This design comes from an exercise in tuning for small area and a short achievable clock period on the open sky130 flow, not from production work. For this run, only the layout was checked, not whether the RTL still works. Power figures rest on the tool's default switching activity, not on a simulated workload.

==> flow/design.v <==
module alu_ops (
    input [16-1:0] A, B,
    input [3:0] sel,
    output reg [16-1:0] Y,
    output C
);
  wire [16:0] sc, dc; wire [16:0] sum; wire [15:0] dif;
  assign sc[0] = 1'b0; assign dc[0] = 1'b1;
  genvar k;
  generate for (k = 0; k < 16; k = k + 1) begin : rip
    assign sum[k] = A[k] ^ B[k] ^ sc[k];
    assign sc[k+1] = (A[k] & B[k]) | (sc[k] & (A[k] ^ B[k]));
    assign dif[k] = A[k] ^ ~B[k] ^ dc[k];
    assign dc[k+1] = (A[k] & ~B[k]) | (dc[k] & ~(A[k] ^ B[k]));
  end endgenerate
  assign sum[16] = sc[16];
  assign C = sum[16];
  wire [15:0] prod;
  mul16lo u_mul (.a(A), .b(B), .p(prod));
  wire s_add = (sel == 4'b0000) | (sel[3:1] == 3'b111);
  wire s_sub = sel == 4'b0001;
  wire s_mul = sel == 4'b0010;
  wire s_shl = sel == 4'b0100;
  wire s_shr = sel == 4'b0101;
  wire s_rl = sel == 4'b0110;
  wire s_rr = sel == 4'b0111;
  wire s_lg = sel[3] & ~(sel[2] & sel[1]);
  wire l_g = s_lg & ((sel[2:0] == 3'b000) | (sel[2:0] == 3'b001) | (sel[2:0] == 3'b011) | (sel[2:0] == 3'b100));
  wire l_p = s_lg & ((sel[2:0] == 3'b001) | (sel[2:0] == 3'b010) | (sel[2:0] == 3'b011) | (sel[2:0] == 3'b101));
  wire l_n = s_lg & ((sel[2:0] == 3'b011) | (sel[2:0] == 3'b100) | (sel[2:0] == 3'b101));
  wire [15:0] bg = A & B, bp = A ^ B;
  wire [15:0] lo = {16{l_n}} ^ (({16{l_g}} & bg) | ({16{l_p}} & bp));
  wire [15:0] sh = ({16{s_shl}} & {A[14:0], 1'b0}) | ({16{s_shr}} & {1'b0, A[15:1]})
                 | ({16{s_rl}} & {8'b0, A[6:0], A[7]}) | ({16{s_rr}} & {8'b0, A[0], A[7:1]});
  always @* Y = ({16{s_add}} & sum[15:0]) | ({16{s_sub}} & dif) | ({16{s_mul}} & prod) | sh | lo;
endmodule
module mul16lo(input [15:0] a, input [15:0] b, output [15:0] p);
  wire pp0_0 = a[0] & b[0];
  wire pp0_1 = a[1] & b[0];
  wire pp0_2 = a[2] & b[0];
  wire pp0_3 = a[3] & b[0];
  wire pp0_4 = a[4] & b[0];
  wire pp0_5 = a[5] & b[0];
  wire pp0_6 = a[6] & b[0];
  wire pp0_7 = a[7] & b[0];
  wire pp0_8 = a[8] & b[0];
  wire pp0_9 = a[9] & b[0];
  wire pp0_10 = a[10] & b[0];
  wire pp0_11 = a[11] & b[0];
  wire pp0_12 = a[12] & b[0];
  wire pp0_13 = a[13] & b[0];
  wire pp0_14 = a[14] & b[0];
  wire pp0_15 = a[15] & b[0];
  wire pp1_0 = a[0] & b[1];
  wire pp1_1 = a[1] & b[1];
  wire pp1_2 = a[2] & b[1];
  wire pp1_3 = a[3] & b[1];
  wire pp1_4 = a[4] & b[1];
  wire pp1_5 = a[5] & b[1];
  wire pp1_6 = a[6] & b[1];
  wire pp1_7 = a[7] & b[1];
  wire pp1_8 = a[8] & b[1];
  wire pp1_9 = a[9] & b[1];
  wire pp1_10 = a[10] & b[1];
  wire pp1_11 = a[11] & b[1];
  wire pp1_12 = a[12] & b[1];
  wire pp1_13 = a[13] & b[1];
  wire pp1_14 = a[14] & b[1];
  wire pp2_0 = a[0] & b[2];
  wire pp2_1 = a[1] & b[2];
  wire pp2_2 = a[2] & b[2];
  wire pp2_3 = a[3] & b[2];
  wire pp2_4 = a[4] & b[2];
  wire pp2_5 = a[5] & b[2];
  wire pp2_6 = a[6] & b[2];
  wire pp2_7 = a[7] & b[2];
  wire pp2_8 = a[8] & b[2];
  wire pp2_9 = a[9] & b[2];
  wire pp2_10 = a[10] & b[2];
  wire pp2_11 = a[11] & b[2];
  wire pp2_12 = a[12] & b[2];
  wire pp2_13 = a[13] & b[2];
  wire pp3_0 = a[0] & b[3];
  wire pp3_1 = a[1] & b[3];
  wire pp3_2 = a[2] & b[3];
  wire pp3_3 = a[3] & b[3];
  wire pp3_4 = a[4] & b[3];
  wire pp3_5 = a[5] & b[3];
  wire pp3_6 = a[6] & b[3];
  wire pp3_7 = a[7] & b[3];
  wire pp3_8 = a[8] & b[3];
  wire pp3_9 = a[9] & b[3];
  wire pp3_10 = a[10] & b[3];
  wire pp3_11 = a[11] & b[3];
  wire pp3_12 = a[12] & b[3];
  wire pp4_0 = a[0] & b[4];
  wire pp4_1 = a[1] & b[4];
  wire pp4_2 = a[2] & b[4];
  wire pp4_3 = a[3] & b[4];
  wire pp4_4 = a[4] & b[4];
  wire pp4_5 = a[5] & b[4];
  wire pp4_6 = a[6] & b[4];
  wire pp4_7 = a[7] & b[4];
  wire pp4_8 = a[8] & b[4];
  wire pp4_9 = a[9] & b[4];
  wire pp4_10 = a[10] & b[4];
  wire pp4_11 = a[11] & b[4];
  wire pp5_0 = a[0] & b[5];
  wire pp5_1 = a[1] & b[5];
  wire pp5_2 = a[2] & b[5];
  wire pp5_3 = a[3] & b[5];
  wire pp5_4 = a[4] & b[5];
  wire pp5_5 = a[5] & b[5];
  wire pp5_6 = a[6] & b[5];
  wire pp5_7 = a[7] & b[5];
  wire pp5_8 = a[8] & b[5];
  wire pp5_9 = a[9] & b[5];
  wire pp5_10 = a[10] & b[5];
  wire pp6_0 = a[0] & b[6];
  wire pp6_1 = a[1] & b[6];
  wire pp6_2 = a[2] & b[6];
  wire pp6_3 = a[3] & b[6];
  wire pp6_4 = a[4] & b[6];
  wire pp6_5 = a[5] & b[6];
  wire pp6_6 = a[6] & b[6];
  wire pp6_7 = a[7] & b[6];
  wire pp6_8 = a[8] & b[6];
  wire pp6_9 = a[9] & b[6];
  wire pp7_0 = a[0] & b[7];
  wire pp7_1 = a[1] & b[7];
  wire pp7_2 = a[2] & b[7];
  wire pp7_3 = a[3] & b[7];
  wire pp7_4 = a[4] & b[7];
  wire pp7_5 = a[5] & b[7];
  wire pp7_6 = a[6] & b[7];
  wire pp7_7 = a[7] & b[7];
  wire pp7_8 = a[8] & b[7];
  wire pp8_0 = a[0] & b[8];
  wire pp8_1 = a[1] & b[8];
  wire pp8_2 = a[2] & b[8];
  wire pp8_3 = a[3] & b[8];
  wire pp8_4 = a[4] & b[8];
  wire pp8_5 = a[5] & b[8];
  wire pp8_6 = a[6] & b[8];
  wire pp8_7 = a[7] & b[8];
  wire pp9_0 = a[0] & b[9];
  wire pp9_1 = a[1] & b[9];
  wire pp9_2 = a[2] & b[9];
  wire pp9_3 = a[3] & b[9];
  wire pp9_4 = a[4] & b[9];
  wire pp9_5 = a[5] & b[9];
  wire pp9_6 = a[6] & b[9];
  wire pp10_0 = a[0] & b[10];
  wire pp10_1 = a[1] & b[10];
  wire pp10_2 = a[2] & b[10];
  wire pp10_3 = a[3] & b[10];
  wire pp10_4 = a[4] & b[10];
  wire pp10_5 = a[5] & b[10];
  wire pp11_0 = a[0] & b[11];
  wire pp11_1 = a[1] & b[11];
  wire pp11_2 = a[2] & b[11];
  wire pp11_3 = a[3] & b[11];
  wire pp11_4 = a[4] & b[11];
  wire pp12_0 = a[0] & b[12];
  wire pp12_1 = a[1] & b[12];
  wire pp12_2 = a[2] & b[12];
  wire pp12_3 = a[3] & b[12];
  wire pp13_0 = a[0] & b[13];
  wire pp13_1 = a[1] & b[13];
  wire pp13_2 = a[2] & b[13];
  wire pp14_0 = a[0] & b[14];
  wire pp14_1 = a[1] & b[14];
  wire pp15_0 = a[0] & b[15];
  wire fs0 = pp0_2 ^ pp1_1 ^ pp2_0;
  wire fc0 = (pp0_2 & pp1_1) | (pp0_2 & pp2_0) | (pp1_1 & pp2_0);
  wire fs1 = pp0_3 ^ pp1_2 ^ pp2_1;
  wire fc1 = (pp0_3 & pp1_2) | (pp0_3 & pp2_1) | (pp1_2 & pp2_1);
  wire fs2 = pp0_4 ^ pp1_3 ^ pp2_2;
  wire fc2 = (pp0_4 & pp1_3) | (pp0_4 & pp2_2) | (pp1_3 & pp2_2);
  wire fs3 = pp0_5 ^ pp1_4 ^ pp2_3;
  wire fc3 = (pp0_5 & pp1_4) | (pp0_5 & pp2_3) | (pp1_4 & pp2_3);
  wire fs4 = pp3_2 ^ pp4_1 ^ pp5_0;
  wire fc4 = (pp3_2 & pp4_1) | (pp3_2 & pp5_0) | (pp4_1 & pp5_0);
  wire fs5 = pp0_6 ^ pp1_5 ^ pp2_4;
  wire fc5 = (pp0_6 & pp1_5) | (pp0_6 & pp2_4) | (pp1_5 & pp2_4);
  wire fs6 = pp3_3 ^ pp4_2 ^ pp5_1;
  wire fc6 = (pp3_3 & pp4_2) | (pp3_3 & pp5_1) | (pp4_2 & pp5_1);
  wire fs7 = pp0_7 ^ pp1_6 ^ pp2_5;
  wire fc7 = (pp0_7 & pp1_6) | (pp0_7 & pp2_5) | (pp1_6 & pp2_5);
  wire fs8 = pp3_4 ^ pp4_3 ^ pp5_2;
  wire fc8 = (pp3_4 & pp4_3) | (pp3_4 & pp5_2) | (pp4_3 & pp5_2);
  wire fs9 = pp0_8 ^ pp1_7 ^ pp2_6;
  wire fc9 = (pp0_8 & pp1_7) | (pp0_8 & pp2_6) | (pp1_7 & pp2_6);
  wire fs10 = pp3_5 ^ pp4_4 ^ pp5_3;
  wire fc10 = (pp3_5 & pp4_4) | (pp3_5 & pp5_3) | (pp4_4 & pp5_3);
  wire fs11 = pp6_2 ^ pp7_1 ^ pp8_0;
  wire fc11 = (pp6_2 & pp7_1) | (pp6_2 & pp8_0) | (pp7_1 & pp8_0);
  wire fs12 = pp0_9 ^ pp1_8 ^ pp2_7;
  wire fc12 = (pp0_9 & pp1_8) | (pp0_9 & pp2_7) | (pp1_8 & pp2_7);
  wire fs13 = pp3_6 ^ pp4_5 ^ pp5_4;
  wire fc13 = (pp3_6 & pp4_5) | (pp3_6 & pp5_4) | (pp4_5 & pp5_4);
  wire fs14 = pp6_3 ^ pp7_2 ^ pp8_1;
  wire fc14 = (pp6_3 & pp7_2) | (pp6_3 & pp8_1) | (pp7_2 & pp8_1);
  wire fs15 = pp0_10 ^ pp1_9 ^ pp2_8;
  wire fc15 = (pp0_10 & pp1_9) | (pp0_10 & pp2_8) | (pp1_9 & pp2_8);
  wire fs16 = pp3_7 ^ pp4_6 ^ pp5_5;
  wire fc16 = (pp3_7 & pp4_6) | (pp3_7 & pp5_5) | (pp4_6 & pp5_5);
  wire fs17 = pp6_4 ^ pp7_3 ^ pp8_2;
  wire fc17 = (pp6_4 & pp7_3) | (pp6_4 & pp8_2) | (pp7_3 & pp8_2);
  wire fs18 = pp0_11 ^ pp1_10 ^ pp2_9;
  wire fc18 = (pp0_11 & pp1_10) | (pp0_11 & pp2_9) | (pp1_10 & pp2_9);
  wire fs19 = pp3_8 ^ pp4_7 ^ pp5_6;
  wire fc19 = (pp3_8 & pp4_7) | (pp3_8 & pp5_6) | (pp4_7 & pp5_6);
  wire fs20 = pp6_5 ^ pp7_4 ^ pp8_3;
  wire fc20 = (pp6_5 & pp7_4) | (pp6_5 & pp8_3) | (pp7_4 & pp8_3);
  wire fs21 = pp9_2 ^ pp10_1 ^ pp11_0;
  wire fc21 = (pp9_2 & pp10_1) | (pp9_2 & pp11_0) | (pp10_1 & pp11_0);
  wire fs22 = pp0_12 ^ pp1_11 ^ pp2_10;
  wire fc22 = (pp0_12 & pp1_11) | (pp0_12 & pp2_10) | (pp1_11 & pp2_10);
  wire fs23 = pp3_9 ^ pp4_8 ^ pp5_7;
  wire fc23 = (pp3_9 & pp4_8) | (pp3_9 & pp5_7) | (pp4_8 & pp5_7);
  wire fs24 = pp6_6 ^ pp7_5 ^ pp8_4;
  wire fc24 = (pp6_6 & pp7_5) | (pp6_6 & pp8_4) | (pp7_5 & pp8_4);
  wire fs25 = pp9_3 ^ pp10_2 ^ pp11_1;
  wire fc25 = (pp9_3 & pp10_2) | (pp9_3 & pp11_1) | (pp10_2 & pp11_1);
  wire fs26 = pp0_13 ^ pp1_12 ^ pp2_11;
  wire fc26 = (pp0_13 & pp1_12) | (pp0_13 & pp2_11) | (pp1_12 & pp2_11);
  wire fs27 = pp3_10 ^ pp4_9 ^ pp5_8;
  wire fc27 = (pp3_10 & pp4_9) | (pp3_10 & pp5_8) | (pp4_9 & pp5_8);
  wire fs28 = pp6_7 ^ pp7_6 ^ pp8_5;
  wire fc28 = (pp6_7 & pp7_6) | (pp6_7 & pp8_5) | (pp7_6 & pp8_5);
  wire fs29 = pp9_4 ^ pp10_3 ^ pp11_2;
  wire fc29 = (pp9_4 & pp10_3) | (pp9_4 & pp11_2) | (pp10_3 & pp11_2);
  wire fs30 = pp0_14 ^ pp1_13 ^ pp2_12;
  wire fc30 = (pp0_14 & pp1_13) | (pp0_14 & pp2_12) | (pp1_13 & pp2_12);
  wire fs31 = pp3_11 ^ pp4_10 ^ pp5_9;
  wire fc31 = (pp3_11 & pp4_10) | (pp3_11 & pp5_9) | (pp4_10 & pp5_9);
  wire fs32 = pp6_8 ^ pp7_7 ^ pp8_6;
  wire fc32 = (pp6_8 & pp7_7) | (pp6_8 & pp8_6) | (pp7_7 & pp8_6);
  wire fs33 = pp9_5 ^ pp10_4 ^ pp11_3;
  wire fc33 = (pp9_5 & pp10_4) | (pp9_5 & pp11_3) | (pp10_4 & pp11_3);
  wire fs34 = pp12_2 ^ pp13_1 ^ pp14_0;
  wire fc34 = (pp12_2 & pp13_1) | (pp12_2 & pp14_0) | (pp13_1 & pp14_0);
  wire fs35 = pp0_15 ^ pp1_14 ^ pp2_13;
  wire fc35 = (pp0_15 & pp1_14) | (pp0_15 & pp2_13) | (pp1_14 & pp2_13);
  wire fs36 = pp3_12 ^ pp4_11 ^ pp5_10;
  wire fc36 = (pp3_12 & pp4_11) | (pp3_12 & pp5_10) | (pp4_11 & pp5_10);
  wire fs37 = pp6_9 ^ pp7_8 ^ pp8_7;
  wire fc37 = (pp6_9 & pp7_8) | (pp6_9 & pp8_7) | (pp7_8 & pp8_7);
  wire fs38 = pp9_6 ^ pp10_5 ^ pp11_4;
  wire fc38 = (pp9_6 & pp10_5) | (pp9_6 & pp11_4) | (pp10_5 & pp11_4);
  wire fs39 = pp12_3 ^ pp13_2 ^ pp14_1;
  wire fc39 = (pp12_3 & pp13_2) | (pp12_3 & pp14_1) | (pp13_2 & pp14_1);
  wire fs40 = fc0 ^ fs1 ^ pp3_0;
  wire fc40 = (fc0 & fs1) | (fc0 & pp3_0) | (fs1 & pp3_0);
  wire fs41 = fc1 ^ fs2 ^ pp3_1;
  wire fc41 = (fc1 & fs2) | (fc1 & pp3_1) | (fs2 & pp3_1);
  wire fs42 = fc2 ^ fs3 ^ fs4;
  wire fc42 = (fc2 & fs3) | (fc2 & fs4) | (fs3 & fs4);
  wire fs43 = fc3 ^ fc4 ^ fs5;
  wire fc43 = (fc3 & fc4) | (fc3 & fs5) | (fc4 & fs5);
  wire fs44 = fc5 ^ fc6 ^ fs7;
  wire fc44 = (fc5 & fc6) | (fc5 & fs7) | (fc6 & fs7);
  wire fs45 = fs8 ^ pp6_1 ^ pp7_0;
  wire fc45 = (fs8 & pp6_1) | (fs8 & pp7_0) | (pp6_1 & pp7_0);
  wire fs46 = fc7 ^ fc8 ^ fs9;
  wire fc46 = (fc7 & fc8) | (fc7 & fs9) | (fc8 & fs9);
  wire fs47 = fc9 ^ fc10 ^ fc11;
  wire fc47 = (fc9 & fc10) | (fc9 & fc11) | (fc10 & fc11);
  wire fs48 = fs12 ^ fs13 ^ fs14;
  wire fc48 = (fs12 & fs13) | (fs12 & fs14) | (fs13 & fs14);
  wire fs49 = fc12 ^ fc13 ^ fc14;
  wire fc49 = (fc12 & fc13) | (fc12 & fc14) | (fc13 & fc14);
  wire fs50 = fs15 ^ fs16 ^ fs17;
  wire fc50 = (fs15 & fs16) | (fs15 & fs17) | (fs16 & fs17);
  wire fs51 = fc15 ^ fc16 ^ fc17;
  wire fc51 = (fc15 & fc16) | (fc15 & fc17) | (fc16 & fc17);
  wire fs52 = fs18 ^ fs19 ^ fs20;
  wire fc52 = (fs18 & fs19) | (fs18 & fs20) | (fs19 & fs20);
  wire fs53 = fc18 ^ fc19 ^ fc20;
  wire fc53 = (fc18 & fc19) | (fc18 & fc20) | (fc19 & fc20);
  wire fs54 = fc21 ^ fs22 ^ fs23;
  wire fc54 = (fc21 & fs22) | (fc21 & fs23) | (fs22 & fs23);
  wire fs55 = fs24 ^ fs25 ^ pp12_0;
  wire fc55 = (fs24 & fs25) | (fs24 & pp12_0) | (fs25 & pp12_0);
  wire fs56 = fc22 ^ fc23 ^ fc24;
  wire fc56 = (fc22 & fc23) | (fc22 & fc24) | (fc23 & fc24);
  wire fs57 = fc25 ^ fs26 ^ fs27;
  wire fc57 = (fc25 & fs26) | (fc25 & fs27) | (fs26 & fs27);
  wire fs58 = fs28 ^ fs29 ^ pp12_1;
  wire fc58 = (fs28 & fs29) | (fs28 & pp12_1) | (fs29 & pp12_1);
  wire fs59 = fc26 ^ fc27 ^ fc28;
  wire fc59 = (fc26 & fc27) | (fc26 & fc28) | (fc27 & fc28);
  wire fs60 = fc29 ^ fs30 ^ fs31;
  wire fc60 = (fc29 & fs30) | (fc29 & fs31) | (fs30 & fs31);
  wire fs61 = fs32 ^ fs33 ^ fs34;
  wire fc61 = (fs32 & fs33) | (fs32 & fs34) | (fs33 & fs34);
  wire fs62 = fc30 ^ fc31 ^ fc32;
  wire fc62 = (fc30 & fc31) | (fc30 & fc32) | (fc31 & fc32);
  wire fs63 = fc33 ^ fc34 ^ fs35;
  wire fc63 = (fc33 & fc34) | (fc33 & fs35) | (fc34 & fs35);
  wire fs64 = fs36 ^ fs37 ^ fs38;
  wire fc64 = (fs36 & fs37) | (fs36 & fs38) | (fs37 & fs38);
  wire fs65 = fc40 ^ fs41 ^ pp4_0;
  wire fc65 = (fc40 & fs41) | (fc40 & pp4_0) | (fs41 & pp4_0);
  wire fs66 = fc42 ^ fs43 ^ fs6;
  wire fc66 = (fc42 & fs43) | (fc42 & fs6) | (fs43 & fs6);
  wire fs67 = fc43 ^ fs44 ^ fs45;
  wire fc67 = (fc43 & fs44) | (fc43 & fs45) | (fs44 & fs45);
  wire fs68 = fc44 ^ fc45 ^ fs46;
  wire fc68 = (fc44 & fc45) | (fc44 & fs46) | (fc45 & fs46);
  wire fs69 = fc46 ^ fs47 ^ fs48;
  wire fc69 = (fc46 & fs47) | (fc46 & fs48) | (fs47 & fs48);
  wire fs70 = fc47 ^ fc48 ^ fs49;
  wire fc70 = (fc47 & fc48) | (fc47 & fs49) | (fc48 & fs49);
  wire fs71 = fs50 ^ pp9_1 ^ pp10_0;
  wire fc71 = (fs50 & pp9_1) | (fs50 & pp10_0) | (pp9_1 & pp10_0);
  wire fs72 = fc49 ^ fc50 ^ fs51;
  wire fc72 = (fc49 & fc50) | (fc49 & fs51) | (fc50 & fs51);
  wire fs73 = fc51 ^ fc52 ^ fs53;
  wire fc73 = (fc51 & fc52) | (fc51 & fs53) | (fc52 & fs53);
  wire fs74 = fc53 ^ fc54 ^ fc55;
  wire fc74 = (fc53 & fc54) | (fc53 & fc55) | (fc54 & fc55);
  wire fs75 = fs56 ^ fs57 ^ fs58;
  wire fc75 = (fs56 & fs57) | (fs56 & fs58) | (fs57 & fs58);
  wire fs76 = fc56 ^ fc57 ^ fc58;
  wire fc76 = (fc56 & fc57) | (fc56 & fc58) | (fc57 & fc58);
  wire fs77 = fs59 ^ fs60 ^ fs61;
  wire fc77 = (fs59 & fs60) | (fs59 & fs61) | (fs60 & fs61);
  wire fs78 = fc59 ^ fc60 ^ fc61;
  wire fc78 = (fc59 & fc60) | (fc59 & fc61) | (fc60 & fc61);
  wire fs79 = fs62 ^ fs63 ^ fs64;
  wire fc79 = (fs62 & fs63) | (fs62 & fs64) | (fs63 & fs64);
  wire fs80 = fc65 ^ fc41 ^ fs42;
  wire fc80 = (fc65 & fc41) | (fc65 & fs42) | (fc41 & fs42);
  wire fs81 = fc67 ^ fs68 ^ fs10;
  wire fc81 = (fc67 & fs68) | (fc67 & fs10) | (fs68 & fs10);
  wire fs82 = fc68 ^ fs69 ^ pp9_0;
  wire fc82 = (fc68 & fs69) | (fc68 & pp9_0) | (fs69 & pp9_0);
  wire fs83 = fc69 ^ fs70 ^ fs71;
  wire fc83 = (fc69 & fs70) | (fc69 & fs71) | (fs70 & fs71);
  wire fs84 = fc70 ^ fc71 ^ fs72;
  wire fc84 = (fc70 & fc71) | (fc70 & fs72) | (fc71 & fs72);
  wire fs85 = fc72 ^ fs73 ^ fs54;
  wire fc85 = (fc72 & fs73) | (fc72 & fs54) | (fs73 & fs54);
  wire fs86 = fc73 ^ fs74 ^ fs75;
  wire fc86 = (fc73 & fs74) | (fc73 & fs75) | (fs74 & fs75);
  wire fs87 = fc74 ^ fc75 ^ fs76;
  wire fc87 = (fc74 & fc75) | (fc74 & fs76) | (fc75 & fs76);
  wire fs88 = fc76 ^ fc77 ^ fs78;
  wire fc88 = (fc76 & fc77) | (fc76 & fs78) | (fc77 & fs78);
  wire fs89 = fs79 ^ fs39 ^ pp15_0;
  wire fc89 = (fs79 & fs39) | (fs79 & pp15_0) | (fs39 & pp15_0);
  wire fs90 = fc80 ^ fs66 ^ pp6_0;
  wire fc90 = (fc80 & fs66) | (fc80 & pp6_0) | (fs66 & pp6_0);
  wire fs91 = fc83 ^ fs84 ^ fs52;
  wire fc91 = (fc83 & fs84) | (fc83 & fs52) | (fs84 & fs52);
  wire fs92 = fc84 ^ fs85 ^ fs55;
  wire fc92 = (fc84 & fs85) | (fc84 & fs55) | (fs85 & fs55);
  wire fs93 = fc85 ^ fs86 ^ pp13_0;
  wire fc93 = (fc85 & fs86) | (fc85 & pp13_0) | (fs86 & pp13_0);
  wire fs94 = fc86 ^ fs87 ^ fs77;
  wire fc94 = (fc86 & fs87) | (fc86 & fs77) | (fs87 & fs77);
  wire fs95 = fc87 ^ fs88 ^ fs89;
  wire fc95 = (fc87 & fs88) | (fc87 & fs89) | (fs88 & fs89);
  wire fs96 = fc90 ^ fc66 ^ fs67;
  wire fc96 = (fc90 & fc66) | (fc90 & fs67) | (fc66 & fs67);
  wire fs97 = fc96 ^ fs81 ^ fs11;
  wire fc97 = (fc96 & fs81) | (fc96 & fs11) | (fs81 & fs11);
  wire fs98 = fc97 ^ fc81 ^ fs82;
  wire fc98 = (fc97 & fc81) | (fc97 & fs82) | (fc81 & fs82);
  wire fs99 = fc98 ^ fc82 ^ fs83;
  wire fc99 = (fc98 & fc82) | (fc98 & fs83) | (fc82 & fs83);
  wire fs100 = fc99 ^ fs91 ^ fs21;
  wire fc100 = (fc99 & fs91) | (fc99 & fs21) | (fs91 & fs21);
  wire fs101 = fc100 ^ fc91 ^ fs92;
  wire fc101 = (fc100 & fc91) | (fc100 & fs92) | (fc91 & fs92);
  wire fs102 = fc101 ^ fc92 ^ fs93;
  wire fc102 = (fc101 & fc92) | (fc101 & fs93) | (fc92 & fs93);
  wire fs103 = fc102 ^ fc93 ^ fs94;
  wire fc103 = (fc102 & fc93) | (fc102 & fs94) | (fc93 & fs94);
  wire fs104 = fc103 ^ fc94 ^ fs95;
  wire fc104 = (fc103 & fc94) | (fc103 & fs95) | (fc94 & fs95);
  assign p[0] = pp0_0;
  wire hs105 = pp0_1 ^ pp1_0;
  wire hc105 = pp0_1 & pp1_0;
  assign p[1] = hs105;
  wire hs106 = fs0 ^ hc105;
  wire hc106 = fs0 & hc105;
  assign p[2] = hs106;
  wire hs107 = fs40 ^ hc106;
  wire hc107 = fs40 & hc106;
  assign p[3] = hs107;
  wire hs108 = fs65 ^ hc107;
  wire hc108 = fs65 & hc107;
  assign p[4] = hs108;
  wire hs109 = fs80 ^ hc108;
  wire hc109 = fs80 & hc108;
  assign p[5] = hs109;
  wire hs110 = fs90 ^ hc109;
  wire hc110 = fs90 & hc109;
  assign p[6] = hs110;
  wire hs111 = fs96 ^ hc110;
  wire hc111 = fs96 & hc110;
  assign p[7] = hs111;
  wire hs112 = fs97 ^ hc111;
  wire hc112 = fs97 & hc111;
  assign p[8] = hs112;
  wire hs113 = fs98 ^ hc112;
  wire hc113 = fs98 & hc112;
  assign p[9] = hs113;
  wire hs114 = fs99 ^ hc113;
  wire hc114 = fs99 & hc113;
  assign p[10] = hs114;
  wire hs115 = fs100 ^ hc114;
  wire hc115 = fs100 & hc114;
  assign p[11] = hs115;
  wire hs116 = fs101 ^ hc115;
  wire hc116 = fs101 & hc115;
  assign p[12] = hs116;
  wire hs117 = fs102 ^ hc116;
  wire hc117 = fs102 & hc116;
  assign p[13] = hs117;
  wire hs118 = fs103 ^ hc117;
  wire hc118 = fs103 & hc117;
  assign p[14] = hs118;
  wire hs119 = fs104 ^ hc118;
  wire hc119 = fs104 & hc118;
  assign p[15] = hs119;
endmodule
module alu_top (
    input clk,
    input [16-1:0] a,
    input [16-1:0] b,
    input [3:0] sel,
    output reg [16-1:0] y,
    output reg carry
);
  wire [0:0] t15 = a[15];
  wire [1:0] d15 = {1'b0, t15} - {1'b0, b[0:0]};
  wire q15 = ~|b[15:1] & ~d15[1];
  wire [0:0] r15 = q15 ? d15[0:0] : t15;
  wire [1:0] t14 = {r15, a[14]};
  wire [2:0] d14 = {1'b0, t14} - {1'b0, b[1:0]};
  wire q14 = ~|b[15:2] & ~d14[2];
  wire [1:0] r14 = q14 ? d14[1:0] : t14;
  wire [2:0] t13 = {r14, a[13]};
  wire [3:0] d13 = {1'b0, t13} - {1'b0, b[2:0]};
  wire q13 = ~|b[15:3] & ~d13[3];
  wire [2:0] r13 = q13 ? d13[2:0] : t13;
  wire [3:0] t12 = {r13, a[12]};
  wire [4:0] d12 = {1'b0, t12} - {1'b0, b[3:0]};
  wire q12 = ~|b[15:4] & ~d12[4];
  wire [3:0] r12 = q12 ? d12[3:0] : t12;
  wire [4:0] t11 = {r12, a[11]};
  wire [5:0] d11 = {1'b0, t11} - {1'b0, b[4:0]};
  wire q11 = ~|b[15:5] & ~d11[5];
  wire [4:0] r11 = q11 ? d11[4:0] : t11;
  wire [5:0] t10 = {r11, a[10]};
  wire [6:0] d10 = {1'b0, t10} - {1'b0, b[5:0]};
  wire q10 = ~|b[15:6] & ~d10[6];
  wire [5:0] r10 = q10 ? d10[5:0] : t10;
  reg [15:0] s1_a, s1_b;
  reg [3:0] s1_sel;
  reg [5:0] s1_r, s1_q;
  always @(posedge clk) begin
    s1_a <= a;
    s1_b <= b;
    s1_sel <= sel;
    s1_r <= r10;
    s1_q <= {q15, q14, q13, q12, q11, q10};
  end
  wire [6:0] t9 = {s1_r, s1_a[9]};
  wire [7:0] d9 = {1'b0, t9} - {1'b0, s1_b[6:0]};
  wire q9 = ~|s1_b[15:7] & ~d9[7];
  wire [6:0] r9 = q9 ? d9[6:0] : t9;
  wire [7:0] t8 = {r9, s1_a[8]};
  wire [8:0] d8 = {1'b0, t8} - {1'b0, s1_b[7:0]};
  wire q8 = ~|s1_b[15:8] & ~d8[8];
  wire [7:0] r8 = q8 ? d8[7:0] : t8;
  wire [8:0] t7 = {r8, s1_a[7]};
  wire [9:0] d7 = {1'b0, t7} - {1'b0, s1_b[8:0]};
  wire q7 = ~|s1_b[15:9] & ~d7[9];
  wire [8:0] r7 = q7 ? d7[8:0] : t7;
  wire [9:0] t6 = {r7, s1_a[6]};
  wire [10:0] d6 = {1'b0, t6} - {1'b0, s1_b[9:0]};
  wire q6 = ~|s1_b[15:10] & ~d6[10];
  wire [9:0] r6 = q6 ? d6[9:0] : t6;
  wire [10:0] t5 = {r6, s1_a[5]};
  wire [11:0] d5 = {1'b0, t5} - {1'b0, s1_b[10:0]};
  wire q5 = ~|s1_b[15:11] & ~d5[11];
  wire [10:0] r5 = q5 ? d5[10:0] : t5;
  wire [11:0] t4 = {r5, s1_a[4]};
  wire [12:0] d4 = {1'b0, t4} - {1'b0, s1_b[11:0]};
  wire q4 = ~|s1_b[15:12] & ~d4[12];
  wire [11:0] r4 = q4 ? d4[11:0] : t4;
  wire [12:0] t3 = {r4, s1_a[3]};
  wire [13:0] d3 = {1'b0, t3} - {1'b0, s1_b[12:0]};
  wire q3 = ~|s1_b[15:13] & ~d3[13];
  wire [12:0] r3 = q3 ? d3[12:0] : t3;
  wire [15:3] qm = {s1_q, q9, q8, q7, q6, q5, q4, q3};
  wire [15:0] o;
  wire co;
  alu_ops u_ops (.A(s1_a), .B(s1_b), .sel(s1_sel), .Y(o), .C(co));
  wire isdiv = s1_sel == 4'b0011;
  reg [15:0] s2_m;         
  reg [12:0] s2_r;
  reg [2:0] s2_a;
  reg [15:0] s2_b;
  reg s2_div;
  always @(posedge clk) begin
    s2_m <= isdiv ? {qm, o[2:0]} : o;
    s2_r <= r3;
    s2_a <= s1_a[2:0];
    s2_b <= s1_b;
    s2_div <= isdiv;
    carry <= co;
  end
  wire [13:0] t2 = {s2_r, s2_a[2]};
  wire [14:0] d2 = {1'b0, t2} - {1'b0, s2_b[13:0]};
  wire q2 = ~|s2_b[15:14] & ~d2[14];
  wire [13:0] r2 = q2 ? d2[13:0] : t2;
  wire [14:0] t1 = {r2, s2_a[1]};
  wire [15:0] d1 = {1'b0, t1} - {1'b0, s2_b[14:0]};
  wire q1 = ~|s2_b[15:15] & ~d1[15];
  wire [14:0] r1 = q1 ? d1[14:0] : t1;
  wire [15:0] t0 = {r1, s2_a[0]};
  wire [16:0] d0 = {1'b0, t0} - {1'b0, s2_b[15:0]};
  wire q0 = 1'b1 & ~d0[16];
  always @* y = {s2_m[15:3], s2_div ? {q2, q1, q0} : s2_m[2:0]};
endmodule
==> flow/flow/run.sh <==
#!/bin/bash
# Standard ORFS layout (standard.sh: unchanged synthesis, steps and SDC) with
# a larger setup slack margin for the repair steps.  At the design's 27 ns
# period every path already has slack, so without a margin the repair steps
# do nothing; with MARGIN ns they shorten every path longer than 27 - MARGIN.
set -euo pipefail
MARGIN=15
bash standard.sh SETUP_SLACK_MARGIN=$MARGIN  finish > standard.log 2>&1
==> flow/standard.sh <==
#!/bin/bash
# synth_recipe.tcl (not shown) runs the flow's synth.tcl, then flattens the netlist and writes it again
# the make line also repeats each setting of config.mk as NAME=value (left out here)
make -C /OpenROAD-flow-scripts/flow DESIGN_CONFIG=/design/flow/config.mk WORK_HOME=/design/flow/orfs CLKGATE_MAP_FILE= SYNTH_SCRIPT=/design/flow/synth_recipe.tcl "${@:-finish}"
==> flow/config.mk <==
export PLATFORM = sky130hd
export DESIGN_NAME = alu_top
export DESIGN_NICKNAME = alu_top
export VERILOG_FILES = /design/flow/design.v
export SDC_FILE = /design/flow/constraint.sdc
export NUM_CORES = 4
export LEC_CHECK = 0
export ABC_AREA = 1
export CAP_MARGIN = 20
export CORE_MARGIN = 2
export CORE_UTILIZATION = 55
export SLEW_MARGIN = 20
==> flow/constraint.sdc <==
create_clock -name core_clock -period 27.0 [get_ports {clk}]
set_input_delay 5.4000 -clock core_clock [delete_from_list [all_inputs] [get_ports {clk}]]
set_output_delay 5.4000 -clock core_clock [all_outputs]
set_load 0.01 [all_outputs]
==> run_results.csv <==
group,metric,value,unit
status,status,"timing/DRC/antenna clean",
synth,muxShareOfSynthArea,0,%
synth,netlist_area,15400,sq um
cells_and_area,final_cell_area,17000,sq um
cells_and_area,syn2layout_area_growth,9.94,%
timing,min_period,11.58,ns
floorplan,die_x,172,um
power,p_leak,9.15,nW
place,gp_congestion,0.950,
grt,grt_max_degree,30,
synth,yosys_warnings,2,
synth,synth_compound_area_share,11.4,%
synth,syn_area_per_cell,7.17,sq um
route,drc,0,
setup_path,cp-start-kind,"primary input",
min_path,hold-path-cell-count,0,
power,combPwrFrac,64.6,%
route,viasPerCell,5.35,
route,antenna_left,0,
timing,hold_violations,0,
setup_path,ff2ff_setup_slack,16.06,ns
run,drv_cap,0,
power,power_density,49.8,nW/um^2
timing,timing.fmax,0.0864,GHz
power,p_int,0.456,mW
setup_path,critPathTopFamily,"simple AND/OR/NAND/NOR gates",
place,hpwl,34.7,mm
cts,clockRootBuffer,"clkbuf_16",
cts,cts_sinks,98,
setup_path,worst_ep_arrival_time,11.85,ns
synth,synthArstFlopShare,0,%
cts,cts_tree,"built",
route,wl,44.7,mm
timing,min_period_over_period,42.9,%
route,dr.pass1.iters,6,
setup_path,slowest_delay,0.53,ns
synth,yosys.cell_types.count,61,
min_path,hold_start,"s1_b[15]",
timing,finalSetupTns,0,ns
timing,max_slew_margin,43.8,%
synth,synthSimpleGateAreaFrac,24.5,%
timing,holdWs,0.465,ns
cts,postCtsHoldBufs,0,
setup_path,timing.rr.start,"s1_b[6]",
timing,setup_viol,0,
place,place_area,16300,sq um
cts,clk_pin_slew,0.07,ns
min_path,holdPathEnd,"s2_b[15]",
power,peakVddDrop,0.0354,mV
synth,synth_top_family_by_area,"adder cells",
setup_path,critPathKind,"in -> reg",
synth,synth_nets,2510,
synth,syn_inst,2153,
cells_and_area,num_antenna_cells,0,
setup_path,reg2reg_depth,71,
grt,antenna_found_initial,0,
power,clock_power_share,15.6,%
synth,synth-seq-cells,98,
setup_path,crit_fanout,6,
floorplan,die_h,172,um
timing,maxSlewViolCount,0,
synth,synthAdderAreaFrac,32.5,%
grt,track_usage,31.7,%
power,p_seq_share,19.8,%
floorplan,coreArea,27700,sq um
synth,synth_edf_count,0,
cts,htreeDepth,3,
setup_path,worst-path-buf-inv,7,
cts,cts_max_path_buffers,2,
timing,tightestPinTransition,0.822,ns
min_path,hp-class,"reg -> reg",
cts,clk_latency,0.36,ns
timing,finClkSkew,0.00925,ns
route,wl_per_cell,17.2,um
power,netSwitchingPower,0.389,mW
synth,synth_xor_xnor_area_share,5.87,%
grt,grt-ovfl-total,0,
route,first_iter_violations,963,
floorplan,io-pin-count,54,
power,swShare,46.0,%
setup_path,timing.rr.end,"s2_m[3]",
floorplan,initial_core_util,55.7,%
setup_path,cp_slowest_cell,"clkdlybuf4s50_1",
floorplan,rows,61,
grt,grt_first_pass_wirelength,72.2,mm
cells_and_area,final_layout_size_suffix_gt1_share,8.36,%
synth,ys.flop_type,"dfxtp_1",
route,num_vias,13900,
synth,synth-seq-area-share,12.7,%
place,port_buffers,53,
grt,grt_pass1_vias,13800,
setup_path,cp-end-kind,"flop",
floorplan,die-area,29400,sq um
setup_path,cp_common_cell,"nand2_1",
cells_and_area,nNetsFinal,2564,
setup_path,cp.required,27.27,ns
timing,rsz0062_at_grt,"no",
cts,cts-buffers-inserted,9,
## what timing repair did
action,CTS,global route
cloned,1,1
endpoints found under the setup margin,22,22
buffers inserted,5,13
gates resized for setup,18,55
pin swaps,3,14
## stage by stage
stage / power [mW] / util (%) / instances / setup slack (ns)
after floorplan: 0.562 / - / 2153 / 15.72
after global placement: 0.699 / 58.8 / 2554 / 14.18
after detailed placement: 0.702 / 58.8 / 2554 / 14.19
after CTS: 0.843 / 60.1 / 2576 / 15.01
after global routing: 0.940 / 61.2 / 2590 / 14.94
final: 0.844 / 61.2 / 2590 / 15.42
## state kept, by name, summed over array words and instances, names as in the netlist, 4 cells and up
register  flops
s1_b         16
s1_sel        4
s2_m         16
s1_r          6
s2_b         16
s2_r         13
s1_q          6
s1_a         16
## worst register-to-register path, delay by kind of cell, from the launching register on
| kind | cells | cell delay (ns) |
|---|---|---|
| AO/OA/AOI/OAI | 11 | 1.91 |
| adder cells (fa/ha/maj) | 7 | 2.55 |
| buffers and inverters | 12 | 1.29 |
| flip-flops | 1 | 0.31 |
| AND/OR/NAND/NOR | 41 | 4.75 |
## how the worst max path moves through the flow
| stage | start | end | cells after the start |
|---|---|---|---|
| floorplan | b[15] | s1_r[2] | 42 |
| global placement | b[15] | s1_r[1] | 43 |
| detailed placement | b[15] | s1_r[1] | 43 |
| CTS | s1_b[3] | s2_r[7] | 73 |
| global route | s1_b[2] | s2_r[8] | 73 |
| finish | a[15] | s1_r[1] | 43 |
## routing by layer
metal	global-route usage (%)	routed length, um	vias to the layer above
met3	4.16	2390	72
met2	52.6	20700	419
met1	42.9	20300	6493
li1	-	-	6881
met4	9.91	1210	0
met5	0	0	-
## cell usage after synthesis (4+ instances only)
library cell,count,area [sq um]
nand3_2,19,190
nand2_1,543,2040
nand3b_1,9,67.6
a21boi_0,5,37.5
o31ai_1,4,30.0
o21ai_1,19,95.1
o21bai_1,9,67.6
a21oi_1,102,510
o211ai_1,8,60.1
xor2_1,65,569
a2111o_1,5,56.3
o2111ai_1,10,87.6
o21ai_0,57,285
inv_1,429,1610
o21ai_2,9,78.8
ha_1,186,2330
nand2_2,5,31.3
a31oi_1,8,50.1
a21oi_2,4,35.0
o22ai_1,25,156
buf_4,18,135
dfxtp_1,98,1960
clkbuf_1,16,60.1
nor3_1,12,60.1
o21a_1,5,37.5
nand3_1,112,561
nor4_1,4,25.0
a21o_1,6,45.0
inv_2,6,22.5
nand4_1,23,144
buf_6,5,56.3
xnor2_1,34,298
nor2_1,64,240
and2_1,23,144
or2_2,16,100
fa_1,134,2680
buf_2,17,85.1
## logic make-up after synthesis
| group | after synthesis |
|---|---|
| adders and majority gates | 320 |
| buffers and inverters | 496 |
| xor gates and xnor gates | 101 |
| and+or+nand+nor | 848 |
| AOI/OAI and AO/OA | 290 |
| DFF | 98 |
## placed cells by master, fill, tap and decap left out, drive strengths merged, types with 4 or more instances in the layout
master,instances
nand2,553
inv,433
ha,186
fa,134
nand3,131
a21oi,106
dfxtp,98
o21ai,85
nor2,67
xor2,65
clkdlybuf4s50,52
buf,45
xnor2,35
o22ai,25
nand4,23
and2,23
or2,19
nor3,16
o2111ai,10
o211ai,10
nand3b,9
clkbuf,9
o21bai,9
a31oi,8
clkinv,7
a21o,6
nor4,6
o21a,5
clkinvlp,5
a21boi,5
a2111o,5
o31ai,4
## area by class of cell
| class | count | area (sq um) |
|---|---|---|
| clock inverter | 7 | 77.6 |
| timing repair buffer | 98 | 882 |
| sequential | 98 | 1970 |
| tap | 378 | 473 |
| multi-input combinational | 1561 | 11700 |
| inverter | 439 | 1680 |
| fill | 2646 | 10700 |
| clock buffer | 9 | 225 |
## power groups by stage
| stage | clock network [mW] | registers, mW | logic (mW) |
|---|---|---|---|
| after detailed placement | 0 | 0.171 | 0.531 |
| after floorplan | 0 | 0.169 | 0.393 |
| after CTS | 0.135 | 0.168 | 0.540 |
| final | 0.132 | 0.168 | 0.545 |
| after global routing | 0.141 | 0.169 | 0.630 |
| after global placement | 0 | 0.171 | 0.528 |

==> afterwards: timing with drivers on the ports <==
How much do the figures lean on ideal ports? The routed layout below was timed once more, with nothing changed but the port constraints.
Step 1 (the two cells are an assumption about what drives the block):
set clk [get_ports {clk}]
set_driving_cell -lib_cell sky130_fd_sc_hd__clkbuf_16 $clk
set_driving_cell -lib_cell sky130_fd_sc_hd__buf_2 [delete_from_list [all_inputs] $clk]
Step 2 times the ports against the registers' clock, not the clock port: input delays grow and output delays shrink by t, the midpoint of the rising clock arrivals with the driver on.
Three values: no drivers, after step 1, after step 2; two values: the first two.
t, ns: 0.408
setup slack, ns: 15.422 / 15.455 / 15.046
worst register clock-pin slew, ns: 0.07 / 0.07
cell pins on the clock port's net: 1
After both steps setup and hold are still met in this run. The setup slack of this run moves by +0.033 ns with the drivers and by -0.376 ns with both steps.
